Context: an optimization exercise on an open-source flow, tuned for small area, a short achievable clock period and few clock cycles per item. The choices shown serve that exercise and are no tape-out recipe.
At most, simulation tests tie the RTL to the original design; equivalence was not proved.

// fp_sqrt
module fp_sqrt(reset, clk, i_sign, i_exp, i_frac, ready, o_sign, o_exp, o_frac);
Size: about 1300 cells after synthesis, roughly 83 flip-flops, roughly 130 I/O pins, ~9200 µm² of cells after synthesis.
==> flow/config.mk <==
export PLATFORM = sky130hd
export DESIGN_NAME = fp_sqrt
export DESIGN_NICKNAME = fp_sqrt
export VERILOG_FILES = /design/flow/design.v
export SDC_FILE = /design/flow/constraint.sdc
export NUM_CORES = 4
export LEC_CHECK = 0
export ABC_AREA = 1
export ABC_CLOCK_PERIOD_IN_PS = 2500
export CAP_MARGIN = 20
export CORE_MARGIN = 2
export CORE_UTILIZATION = 40
export SETUP_SLACK_MARGIN = 5
export SLEW_MARGIN = 20
export TNS_END_PERCENT = 30
==> flow/constraint.sdc <==
create_clock -name core_clock -period 11.0 [get_ports {clk}]
set_input_delay 2.2000 -clock core_clock [delete_from_list [all_inputs] [get_ports {clk}]]
set_output_delay 2.2000 -clock core_clock [all_outputs]
set_load 0.01 [all_outputs]
standard.sh (not shown) runs the stock make flow with config.mk's settings and CLKGATE_MAP_FILE= SYNTH_SCRIPT=/design/flow/synth_recipe.tcl, a recipe that flattens the netlist after the stock synthesis.
==> flow/flow/run.sh <==
#!/bin/bash
# The standard layout (the standard.sh, standard synthesis unchanged) with
# two changes to how the layout is made: the port buffers use the smallest
# buffer cell, and timing repair aims for 7.75 ns of setup slack.
set -o pipefail
bash standard.sh "BUFFER_PORTS_ARGS=-buffer_cell sky130_fd_sc_hd__buf_1" SETUP_SLACK_MARGIN=7.75  finish > flow_make.log 2>&1
The baseline passed the timing, DRC and antenna checks.
Next try:
==> flow/flow/run.sh (replaced) <==
#!/bin/bash
# The standard layout (the standard.sh, standard synthesis unchanged) with
# two changes to how the layout is made: the port buffers use the smallest
# buffer cell, and timing repair aims for 7.9 ns of setup slack.
set -o pipefail
bash standard.sh "BUFFER_PORTS_ARGS=-buffer_cell sky130_fd_sc_hd__buf_1" SETUP_SLACK_MARGIN=7.9  finish > flow_make.log 2>&1
Outcome: The new run ran to the end with no violations; hold slack got worse by 0.0088 ns; synthesized area stays the same; first-iteration DRC count drops by 8.6%; critical path depth climbs by 7; fmax climbs by 1.2%; die area stays the same; core utilization climbs by 2.1 points; cell count climbs by 1.0%; routed wire length barely changes; setup slack improved by 0.040 ns; global-route usage drops by 0.18 points.
No run of this note included a check of the RTL's function; only the layout flow was run.

========
## rev 12
Another version of the RTL of fp_sqrt (not shown whole).
For scale: roughly 1400 cells after synthesis, roughly 80 flip-flops, about 130 I/O pins, about 9300 um2 of cells after synthesis.
export LEC_CHECK = 0
export ABC_AREA = 1
export ABC_CLOCK_PERIOD_IN_PS = 2500
export CAP_MARGIN = 20
export CORE_MARGIN = 2
export CORE_UTILIZATION = 40
export SETUP_SLACK_MARGIN = 5
export SLEW_MARGIN = 20
create_clock -name core_clock -period 11.0 [get_ports {clk}]
==> flow/flow/run.sh <==
#!/bin/bash
# The standard layout (the standard.sh, standard synthesis unchanged) with
# two changes to how the layout is made: the port buffers use the smallest
# buffer cell, and timing repair aims for 7.5 ns of setup slack.
set -o pipefail
bash standard.sh "BUFFER_PORTS_ARGS=-buffer_cell sky130_fd_sc_hd__buf_1" SETUP_SLACK_MARGIN=7.5  finish > flow_make.log 2>&1
Every stage of the flow completed for rev 12, and the final layout passed the timing, DRC and antenna checks.
Here is what was changed in the inputs of rev 13 compared with rev 12.
- ABC_AREA no longer set, was 1
Results
Rev 13 ran to completion and came out clean on the timing, DRC and antenna checks.
Relative to rev 12, wire length decreased by 4.5 mm in rev 13.
Time the final worst path needs with I/O delays and setup was lower in rev 12 than in rev 13.
Lower portion of netlist area occupied by mux cells goes to rev 12 over rev 13.
Compared with rev 12, in rev 13 upper clock frequency limit went down, depth of the critical timing path with buffers and inverters included went up.
Function was not checked in any run of this note: the RTL went through the layout flow alone.

========
Setup of run 1:
fp_sqrt, a different RTL version from the one above (not shown whole).
Size: roughly 1000 cells after synthesis, roughly 130 I/O pins, roughly 8500 um^2 of cells after synthesis.
==> flow/config.mk <==
export PLATFORM = sky130hd
export DESIGN_NAME = fp_sqrt
export DESIGN_NICKNAME = fp_sqrt
export VERILOG_FILES = /design/flow/design.v
export SDC_FILE = /design/flow/constraint.sdc
export NUM_CORES = 4
export LEC_CHECK = 0
export ABC_CLOCK_PERIOD_IN_PS = 2500
export CAP_MARGIN = 20
export CORE_MARGIN = 2
export CORE_UTILIZATION = 60
export SETUP_SLACK_MARGIN = 5
export SLEW_MARGIN = 20
==> flow/constraint.sdc <==
create_clock -name core_clock -period 11.0 [get_ports {clk}]
set_input_delay 2.2000 -clock core_clock [delete_from_list [all_inputs] [get_ports {clk}]]
set_output_delay 2.2000 -clock core_clock [all_outputs]
set_load 0.01 [all_outputs]
Scripts as last shown in full above: flow/flow/run.sh
diff inputs: run 1 => run 2
- swapping 60 for 40 in CORE_UTILIZATION
==> flow/flow/run.sh <==
#!/bin/bash
# The standard layout (the standard.sh, standard synthesis unchanged) with
# two changes to how the layout is made: the port buffers use the smallest
# buffer cell, and timing repair aims for 7 ns of setup slack.
set -o pipefail
bash standard.sh "BUFFER_PORTS_ARGS=-buffer_cell sky130_fd_sc_hd__buf_1" SETUP_SLACK_MARGIN=7  finish > flow_make.log 2>&1
==> comparison <==
No run among run 1 and run 2 stopped early or left any final violation; all are clean.
Against run 1, run 2 comes in 27 higher on first-iteration DRC count.
The faster design of the two is run 1; run 2 tops out lower.
Met2 layer wire length in the routed design: run 2 vs run 1 down about 3.7%
In run 2, the share of final-layout standard cells stronger than drive strength 1 came out 8.5 points below the value in run 1.
Setup changes, run 2 to run 3
==> flow/flow/run.sh <==
#!/bin/bash
# The standard layout (the standard.sh, standard synthesis unchanged) with
# two changes to how the layout is made: the port buffers use the smallest
# buffer cell, and timing repair aims for 7.5 ns of setup slack.
set -o pipefail
bash standard.sh "BUFFER_PORTS_ARGS=-buffer_cell sky130_fd_sc_hd__buf_1" SETUP_SLACK_MARGIN=7.5  finish > flow_make.log 2>&1
[summary]
Run 3 | stages: all done | timing, DRC, antenna: all pass
The flow did not stop early for run 2: all stages ran, and the layout cleared the timing, DRC and antenna checks.
Combined area of the multi-input logic cells (run 3 vs. run 2) increases by a few percent
Post-route clock period utilization for run 3: 2.6 points down relative to run 2
Between run 3 and run 2, the difference in hold slack is negligible.
Sum of routed wire length over all layers ends up lower on run 2.
Run 3 vs run 2 — fmax climbed by a little under 10%
In the metrics for run 3 and run 2, the one carrying the higher core utilization is run 3.
In run 3 the biggest cell delay along the critical path turned out 0.55 ns lower than in run 2.
Changes in run 4 relative to run 3:
==> flow/flow/run.sh <==
#!/bin/bash
# The standard layout (the standard.sh, standard synthesis unchanged) with
# two changes to how the layout is made: the port buffers use the smallest
# buffer cell, and timing repair aims for 8 ns of setup slack.
set -o pipefail
bash standard.sh "BUFFER_PORTS_ARGS=-buffer_cell sky130_fd_sc_hd__buf_1" SETUP_SLACK_MARGIN=8  finish > flow_make.log 2>&1
Findings:
Run 4 went all the way through the flow, and no timing, DRC or antenna check failed.
Changes observed in run 4 relative to run 3: cell area saw an increase, non-clock buffer count rose by 46, final hold slack now sits at about the same level.
No run of this note included a check of the RTL's function; only the layout flow was run.

========
== build 90 ==
fp_sqrt, a different RTL version from the one above (not shown whole).
Size: roughly 1300 cells after synthesis, roughly 130 I/O pins.
export LEC_CHECK = 0
export ABC_AREA = 1
export ABC_CLOCK_PERIOD_IN_PS = 2500
export CAP_MARGIN = 20
export CORE_MARGIN = 2
export CORE_UTILIZATION = 40
export SETUP_SLACK_MARGIN = 5
export SLEW_MARGIN = 20
export TNS_END_PERCENT = 10
create_clock -name core_clock -period 11.0 [get_ports {clk}]
==> flow/flow/run.sh <==
#!/bin/bash
# The standard layout (the standard.sh, standard synthesis unchanged) with
# two changes to how the layout is made: the port buffers use the smallest
# buffer cell, and timing repair aims for 8 ns of setup slack.
set -o pipefail
bash standard.sh "BUFFER_PORTS_ARGS=-buffer_cell sky130_fd_sc_hd__buf_1" SETUP_SLACK_MARGIN=8  finish > flow_make.log 2>&1
Testbench counts of build 90, summed over its fixed seeds: cycles 26,880, items 1,920.
Edits applied to the flow inputs when going from build 90 to build 68:
==> flow/flow/run.sh <==
#!/bin/bash
# The standard layout (the standard.sh, standard synthesis unchanged) with
# two changes to how the layout is made: the port buffers use the smallest
# buffer cell, and timing repair aims for 7.75 ns of setup slack.
set -o pipefail
bash standard.sh "BUFFER_PORTS_ARGS=-buffer_cell sky130_fd_sc_hd__buf_1" SETUP_SLACK_MARGIN=7.75  finish > flow_make.log 2>&1
==> comparison <==
Build 68 finished all stages; the layout is clean. Minimum setup slack in the final design of build 68 is on par with build 90. Fraction of the core area covered by cells at the end of the flow, build 90 and build 68: smaller value in build 68.
Here is what was changed in the inputs of build 4 compared with build 68.
Settings: a change of TNS_END_PERCENT from 10 to 30; an added GPL_ROUTABILITY_DRIVEN of 0.
Findings:
Result for build 68 and build 4: all clean. The average routed wire per standard cell on build 68 is in line with that on build 4. On clock skew after layout, build 4 tracks build 68 almost exactly. Any difference in count of clock-net buffers in the final layout between build 68 and build 4 is small enough to ignore. Compare build 68 and build 4 | wire length higher: build 68. As far as combined flip-flop and latch cell area is concerned, build 68 and build 4 perform about the same. Build 4: post-route standard cell area excluding fillers is 1.3% lower than what build 68 reported. Delta (build 4 minus build 68): number of ordinary and repair buffers in the finished layout fell by 4; depth of the worst register-to-register path fell by 1.
#### Input delta (build 73 over build 4)
Settings: GPL_ROUTABILITY_DRIVEN no longer set, was 0; PLACE_DENSITY now 0.75, previously not set.
Results
Count of plain and timing-repair buffers for build 73 is higher than for build 4.
When build 73 is set beside build 4, its highest attainable clock frequency turns out to be 1.8% larger.
Fraction of area in registers, build 73 and build 4: larger value in build 4
Share of cells above drive strength 1 for build 73: 2.9 points up relative to build 4
Setup changes, build 73 to build 16
Settings: PLACE_DENSITY no longer set, was 0.75.
- The routed wire length in build 16 sits 2.6% below the value recorded for build 73.
- The highest clock frequency the design can meet reported for build 16 is greater than that of build 73 by about 0.65%.
- Setup slack after layout: build 16 better than build 73
- Build 16 vs build 73 on critical path depth: build 16 is the lower one.
- Going from build 73 to build 16, the utilization was found to have gone down by 1.0 points.
- Worst setup path startpoint: rooter.q[1]$_DFFE_PP_ -> build 73, rooter.q[0]$_DFFE_PP_ -> build 16
For build 74, these inputs were changed with respect to build 16:
Settings: putting CTS_BUF_LIST at sky130_fd_sc_hd__clkbuf_4 sky130_fd_sc_hd__clkbuf_8 where nothing was set.
[summary]
Diff build 16..build 74 | final count of negative-setup-slack endpoints | unchanged. Build 74 vs build 16, met2 demand-to-capacity share in global routing went down by 0.67 points. Looking at share of layout cells above drive strength 1 across build 16 and build 74, the one that comes out higher is build 74. Build 74 does worse than build 16 on sum of routed wire length over all layers. The fmax on build 74 is in line with that on build 16. Changes observed in build 74 relative to build 16: routed length per placed instance essentially unchanged, register share of the cell area essentially unchanged.

## what the ideal ports hide
In the flow no input, the clock included, has a driving cell. The finished layouts below were timed again as built, in two steps.
Step 1 assumes that a clkbuf_16 drives the clock port and a buf_2 every other input.
Step 2 times the ports against the registers' clock, not the clock port: input delays grow and output delays shrink by t, the midpoint of the rising clock arrivals with the driver on.
Three values: ideal, step 1, step 2; two values: the first two.
run | t (ns) | slack for setup (ns) | worst setup path after step 2 | cell pins on the clock port's net
the first run of note 1 | 0.406 | 7.666 / 7.617 / 7.257 | input to register | 1
the second run of note 1 | 0.397 | 7.706 / 7.683 / 7.308 | input to register | 1
rev 12 | 0.401 | 7.597 / 7.618 / 7.217 | input to register | 1
rev 13 | 0.391 | 7.433 / 7.433 / 7.149 | input to register | 1
run 1 | 0.386 | 7.455 / 7.455 / 7.070 | input to register | 1
run 2 | 0.403 | 7.166 / 7.118 / 6.942 | input to register | 1
run 3 | 0.401 | 7.455 / 7.468 / 7.067 | input to register | 1
run 4 | 0.403 | 7.486 / 7.492 / 7.089 | input to register | 1
build 90 | 0.396 | 7.736 / 7.715 / 7.342 | input to register | 1
build 68 | 0.403 | 7.735 / 7.684 / 7.360 | input to register | 1
build 4 | 0.394 | 7.650 / 7.604 / 7.375 | input to register | 1
build 73 | 0.404 | 7.708 / 7.660 / 7.339 | input to register | 1
build 16 | 0.404 | 7.729 / 7.680 / 7.355 | input to register | 1
build 74 | 0.419 | 7.726 / 7.684 / 7.339 | input to register | 1
After both steps every run listed still meets setup and hold. The setup slack of the first run of note 1, which loses most, moves by -0.049 ns with the drivers and by -0.409 ns with both steps.
